This is an optimization exercise on Yosys and OpenROAD, whose aim is small area, not a production implementation. Function was checked by simulation only, so behaviour that the tests miss may differ from the original. No driver is modelled on the clock port, so clock power and skew are understated where the tree is cut down; a real chip needs a root buffer or a tree. No activity file was given, so power comes from the tool's default toggle rates.

==> flow/design.v (excerpt) <==
module stopwatch(
    input            CLOCK_50,
    input      [3:0] KEY,
    input      [9:0] SW,
    output     [6:0] HEX0, HEX1, HEX2, HEX3
);
    function [4:0] digit_next;
        input [3:0] q;
        input en, rst;
        digit_next = {
            (~q[0] & ~q[2] & q[3] & en),
            ~((~q[3] & ~en) | (~q[0] & ~q[1] & en) | (rst)),
            ~((~q[2] & ~en) | (~q[0] & ~q[2]) | (rst) | (q[1] & q[3] & en)),
            (q[1] & ~en & ~rst) | (~q[3] & en & ~rst),
            ~((q[2] & en) | (rst) | (~q[0] & ~en) | (~q[0] & ~q[1]))};
    endfunction
    function [6:0] seg;
        input [3:0] q;
        seg = {
            (~q[2] & ~q[3]) | (q[1] & ~q[3]),
            (q[0] & ~q[2]) | (q[1] & ~q[3]),
            (q[1] & ~q[3]) | (~q[1] & q[3]),
            (q[0] & q[2]) | (q[1] & ~q[3]),
            (q[0] & q[1]),
            (~q[0] & ~q[1] & q[2]),
            (q[0] & q[2]) | (q[1] & ~q[2] & ~q[3])};
    endfunction
    reg [2:0] ss_sync;
    reg [2:0] rst_sync;
    always @(posedge CLOCK_50) begin
        ss_sync  <= {ss_sync[1:0],  KEY[0]};
        rst_sync <= {rst_sync[1:0], KEY[1]};
    end
    wire ss  = ss_sync[1]  & ~ss_sync[2];
    wire rst = rst_sync[1] & ~rst_sync[2];
    reg running;
    always @(posedge CLOCK_50)
        running <= ~rst & (running ^ ss);
  ...
clock: 5.0 ns
lec_check: 0
abc_area: 1
cap_margin: 20
core_margin: 2
core_utilization: 40
cts_buf_list: sky130_fd_sc_hd__clkbuf_4
cts_cluster_diameter: 100
cts_cluster_size: 40
slew_margin: 20
standard.sh (not shown) runs the stock make flow with config.mk's settings and CLKGATE_MAP_FILE= SYNTH_SCRIPT=/design/flow/synth_recipe.tcl, a recipe that flattens the netlist after the stock synthesis.
==> flow/flow/run.sh <==
#!/bin/bash
set -euo pipefail
W=$(pwd)
export BUFFER_PORTS_ARGS="-buffer_cell sky130_fd_sc_hd__buf_1"
make -C "$FLOW_HOME" DESIGN_CONFIG="$W/config.mk" WORK_HOME="$W/orfs" CLKGATE_MAP_FILE= \
  SYNTH_SCRIPT="$W/flow/synth.tcl" ADDER_MAP_FILE= finish > "$W/orfs_make.log" 2>&1
R="$W/orfs/results/$FLOW_PLATFORM/stopwatch/base"
: # left out here: write the final layout as DEF
==> flow/flow/abc.script <==
strash
balance -l; resub -K 6 -l; rewrite -l; resub -K 6 -N 2 -l; refactor -l; resub -K 8 -l; balance -l; resub -K 8 -N 2 -l; rewrite -l; resub -K 10 -l; rewrite -z -l; resub -K 10 -N 2 -l; balance -l; resub -K 12 -l; refactor -z -l; resub -K 12 -N 2 -l; rewrite -z -l; balance -l
balance -l; resub -K 6 -l; rewrite -l; resub -K 6 -N 2 -l; refactor -l; resub -K 8 -l; balance -l; resub -K 8 -N 2 -l; rewrite -l; resub -K 10 -l; rewrite -z -l; resub -K 10 -N 2 -l; balance -l; resub -K 12 -l; refactor -z -l; resub -K 12 -N 2 -l; rewrite -z -l; balance -l
dch -f
amap
topo
==> flow/flow/synth.tcl <==
set abc_script_own [file join [file dirname [file normalize [info script]]] abc.script]
proc synth {args} { yosys synth -nofsm -noshare {*}$args }
proc abc {args} {
  set i [lsearch -exact $args -script]
  if {$i >= 0} { set args [lreplace $args $i [expr {$i + 1}] -script $::abc_script_own] }
  set j [lsearch -exact $args -D]
  if {$j >= 0} { set args [lreplace $args $j [expr {$j + 1}]] }
  yosys abc {*}$args
}
source $::env(SCRIPTS_DIR)/synth.tcl
# left out here: clear keep_hierarchy, flatten, clean up, hide names made inside functions, write 1_2_yosys.v
The baseline went through all stages and came out clean.
Edit:
==> flow/run.sh (new file) <==
#!/bin/bash
# synth_recipe.tcl (not shown) runs the flow's synth.tcl, then flattens the netlist and writes it again
# the make line also repeats each setting of config.mk as NAME=value (left out here)
make -C /OpenROAD-flow-scripts/flow DESIGN_CONFIG=/design/flow/config.mk WORK_HOME=/design/flow/orfs CLKGATE_MAP_FILE= SYNTH_SCRIPT=/design/flow/synth_recipe.tcl finish
--- a/flow/config.mk
+++ b/flow/config.mk
@@ -11,5 +11,2 @@
 export CORE_UTILIZATION = 40
-export CTS_BUF_LIST = sky130_fd_sc_hd__clkbuf_4
-export CTS_CLUSTER_DIAMETER = 100
-export CTS_CLUSTER_SIZE = 40
 export SLEW_MARGIN = 20
removed: flow/flow/run.sh
removed: flow/flow/abc.script
removed: flow/flow/synth.tcl
removed: flow/standard.sh
Worst setup slack got worse by 0.18 ns.
Sequential share of layout area decreases by 9.3 points.
Maximum frequency decreases by 4.6%.
Sequential power hardly moves.
Final cell count increases by 28%.
Non-clock buffer count is unchanged.
Via count increases by 20%.
Synthesized cell count increases by 43%.
Edit:
==> flow/flow/run.sh (new file) <==
#!/bin/bash
set -euo pipefail
W=$(pwd)
export BUFFER_PORTS_ARGS="-buffer_cell sky130_fd_sc_hd__buf_1"
make -C "$FLOW_HOME" DESIGN_CONFIG="$W/config.mk" WORK_HOME="$W/orfs" CLKGATE_MAP_FILE= \
  SYNTH_SCRIPT="$W/flow/synth.tcl" ADDER_MAP_FILE= finish > "$W/orfs_make.log" 2>&1
R="$W/orfs/results/$FLOW_PLATFORM/stopwatch/base"
: # left out here: write the final layout as DEF
==> flow/flow/abc.script (new file) <==
strash
balance -l; resub -K 6 -l; rewrite -l; resub -K 6 -N 2 -l; refactor -l; resub -K 8 -l; balance -l; resub -K 8 -N 2 -l; rewrite -l; resub -K 10 -l; rewrite -z -l; resub -K 10 -N 2 -l; balance -l; resub -K 12 -l; refactor -z -l; resub -K 12 -N 2 -l; rewrite -z -l; balance -l
balance -l; resub -K 6 -l; rewrite -l; resub -K 6 -N 2 -l; refactor -l; resub -K 8 -l; balance -l; resub -K 8 -N 2 -l; rewrite -l; resub -K 10 -l; rewrite -z -l; resub -K 10 -N 2 -l; balance -l; resub -K 12 -l; refactor -z -l; resub -K 12 -N 2 -l; rewrite -z -l; balance -l
dch -f
amap
topo
==> flow/flow/synth.tcl (new file) <==
set abc_script_own [file join [file dirname [file normalize [info script]]] abc.script]
proc synth {args} { yosys synth -nofsm -noshare {*}$args }
proc abc {args} {
  set i [lsearch -exact $args -script]
  if {$i >= 0} { set args [lreplace $args $i [expr {$i + 1}] -script $::abc_script_own] }
  set j [lsearch -exact $args -D]
  if {$j >= 0} { set args [lreplace $args $j [expr {$j + 1}]] }
  yosys abc {*}$args
}
source $::env(SCRIPTS_DIR)/synth.tcl
# left out here: clear keep_hierarchy, flatten, clean up, hide names made inside functions, write 1_2_yosys.v
==> flow/standard.sh (new file) <==
#!/bin/bash
# synth_recipe.tcl (not shown) runs the flow's synth.tcl, then flattens the netlist and writes it again
# the make line also repeats each setting of config.mk as NAME=value (left out here)
make -C /OpenROAD-flow-scripts/flow DESIGN_CONFIG=/design/flow/config.mk WORK_HOME=/design/flow/orfs CLKGATE_MAP_FILE= SYNTH_SCRIPT=/design/flow/synth_recipe.tcl "${@:-finish}"
removed: flow/run.sh
Synthesized cell count came out lower by 30%.
Cell area came out lower by 21%.
Count of clock-buffer cells in the layout came out higher by 1.
Non-clock buffer count is unchanged.
Routed wire length came out lower by 15%.
Edit:
--- a/flow/flow/run.sh
+++ b/flow/flow/run.sh
@@ -1,2 +1,6 @@
 #!/bin/bash
+# Own layout flow: the standard ORFS flow with these changes.
+#  2. Port buffers are sky130_fd_sc_hd__buf_1 (every port still gets a buffer).
+#  3. Clock tree: flow/cts_pre.tcl replaces TritonCTS with two clkbuf_8
+#     buffers, each driving the clock pins of one half of the flip-flops.
 set -euo pipefail
@@ -4,2 +8,5 @@
 export BUFFER_PORTS_ARGS="-buffer_cell sky130_fd_sc_hd__buf_1"
+export PRE_CTS_TCL="$W/flow/cts_pre.tcl"
+export OWN_CLKBUF=sky130_fd_sc_hd__clkbuf_8
+export OWN_CLKBUF_LEVELS=1
 make -C "$FLOW_HOME" DESIGN_CONFIG="$W/config.mk" WORK_HOME="$W/orfs" CLKGATE_MAP_FILE= \
==> flow/flow/cts_pre.tcl (new file) <==
set ::own_clkbuf_cell sky130_fd_sc_hd__clkbuf_4
set ::own_clkbuf_levels 2
if {[info exists ::env(OWN_CLKBUF)]} { set ::own_clkbuf_cell $::env(OWN_CLKBUF) }
if {[info exists ::env(OWN_CLKBUF_LEVELS)]} { set ::own_clkbuf_levels $::env(OWN_CLKBUF_LEVELS) }

proc own_bisect {items level} {
  if {$level == 0 || [llength $items] < 2} { return [list $items] }
  set axis [expr {$level % 2}]
  set s [lsort -integer -index $axis $items]
  set h [expr {[llength $s] / 2}]
  return [concat [own_bisect [lrange $s 0 [expr {$h - 1}]] [expr {$level - 1}]] \
                 [own_bisect [lrange $s $h end] [expr {$level - 1}]]]
}

proc clock_tree_synthesis {args} {
  set db [ord::get_db]
  set block [ord::get_db_block]
  set master [$db findMaster $::own_clkbuf_cell]
  set clk_net [[[$block findBTerm CLOCK_50] getNet] getName]
  set clk_net [$block findNet $clk_net]
  set keyed {}
  foreach it [$clk_net getITerms] {
    if {[$it isInputSignal]} {
      set box [[$it getInst] getBBox]
      lappend keyed [list [expr {([$box xMin] + [$box xMax]) / 2}] \
                          [expr {([$box yMin] + [$box yMax]) / 2}] $it]
    }
  }
  set g 0
  foreach grp [own_bisect $keyed $::own_clkbuf_levels] {
    set sx 0; set sy 0
    foreach k $grp { incr sx [lindex $k 0]; incr sy [lindex $k 1] }
    set cx [expr {$sx / [llength $grp]}]
    set cy [expr {$sy / [llength $grp]}]
    set net [odb::dbNet_create $block "clknet_own_$g"]
    $net setSigType CLOCK
    set inst [odb::dbInst_create $block $master "clkbuf_own_$g"]
    $inst setLocation $cx $cy
    $inst setPlacementStatus PLACED
    [$inst findITerm A] connect $clk_net
    [$inst findITerm X] connect $net
    foreach k $grp {
      set it [lindex $k 2]
      $it disconnect
      $it connect $net
    }
    incr g
  }
  puts "own clock tree: $g x $::own_clkbuf_cell for [llength $keyed] flip-flops"
  set_propagated_clock [all_clocks]
}
--- a/flow/config.mk
+++ b/flow/config.mk
@@ -8,5 +8,7 @@
 export ABC_AREA = 1
-export CAP_MARGIN = 20
+export CAP_MARGIN = 0
 export CORE_MARGIN = 2
 export CORE_UTILIZATION = 40
-export SLEW_MARGIN = 20
+export GPL_TIMING_DRIVEN = 0
+export SETUP_SLACK_MARGIN = -1.0
+export SLEW_MARGIN = 0
After rerunning:
- wire length decreases by 3.7%
- clock power falls by 52%
- die area stays the same
- worst setup slack loses 0.28 ns
- synthesized cell count stays the same
- via count decreases by 4.2%
- cell area falls by 4.0%
- critical path depth came out lower by 12
- core utilization came out lower by 1.9 points
- synthesized area does not change
In the fourth run of this note the design's own scripts or RTL, not TritonCTS, make the clock network.

==> re-timing with driven ports <==
In the flow no input, the clock included, has a driving cell. The finished layouts below were timed again as built, in two steps.
Step 1, drivers: a clkbuf_16 drives CLOCK_50 and a buf_2 each remaining input, both assumed.
Step 2 moves the port delays by t, midway between the first and last clock arrival at a register: inputs arrive t later, outputs are due t later. That takes back most of the time a late clock gives input paths.
a / b / c = ideal ports / drivers / drivers and shift; a / b = the first two.
| run | t, ns | slack for setup (ns) | latest minus earliest clock arrival (ns) | worst register clock-pin slew, ns | cell pins on the clock port's net |
|---|---|---|---|---|---|
| the first run | 0.353 | 1.233 / 1.233 / 1.233 | 0.002 / 0.002 | 0.10 / 0.10 | 1 |
| the second run | 0.306 | 1.052 / 1.029 / 1.029 | 0.008 / 0.007 | 0.07 / 0.07 | 1 |
| the third run | 0.301 | 1.229 / 1.229 / 1.229 | 0.003 / 0.003 | 0.07 / 0.07 | 1 |
| the fourth run | 0.194 | 0.954 / 0.923 / 0.923 | 0.006 / 0.005 | 0.10 / 0.10 | 2 |
After both steps setup and hold are still met in every run listed. The setup slack of the fourth run, which loses most, moves by -0.031 ns with the drivers and by -0.031 ns with both steps.
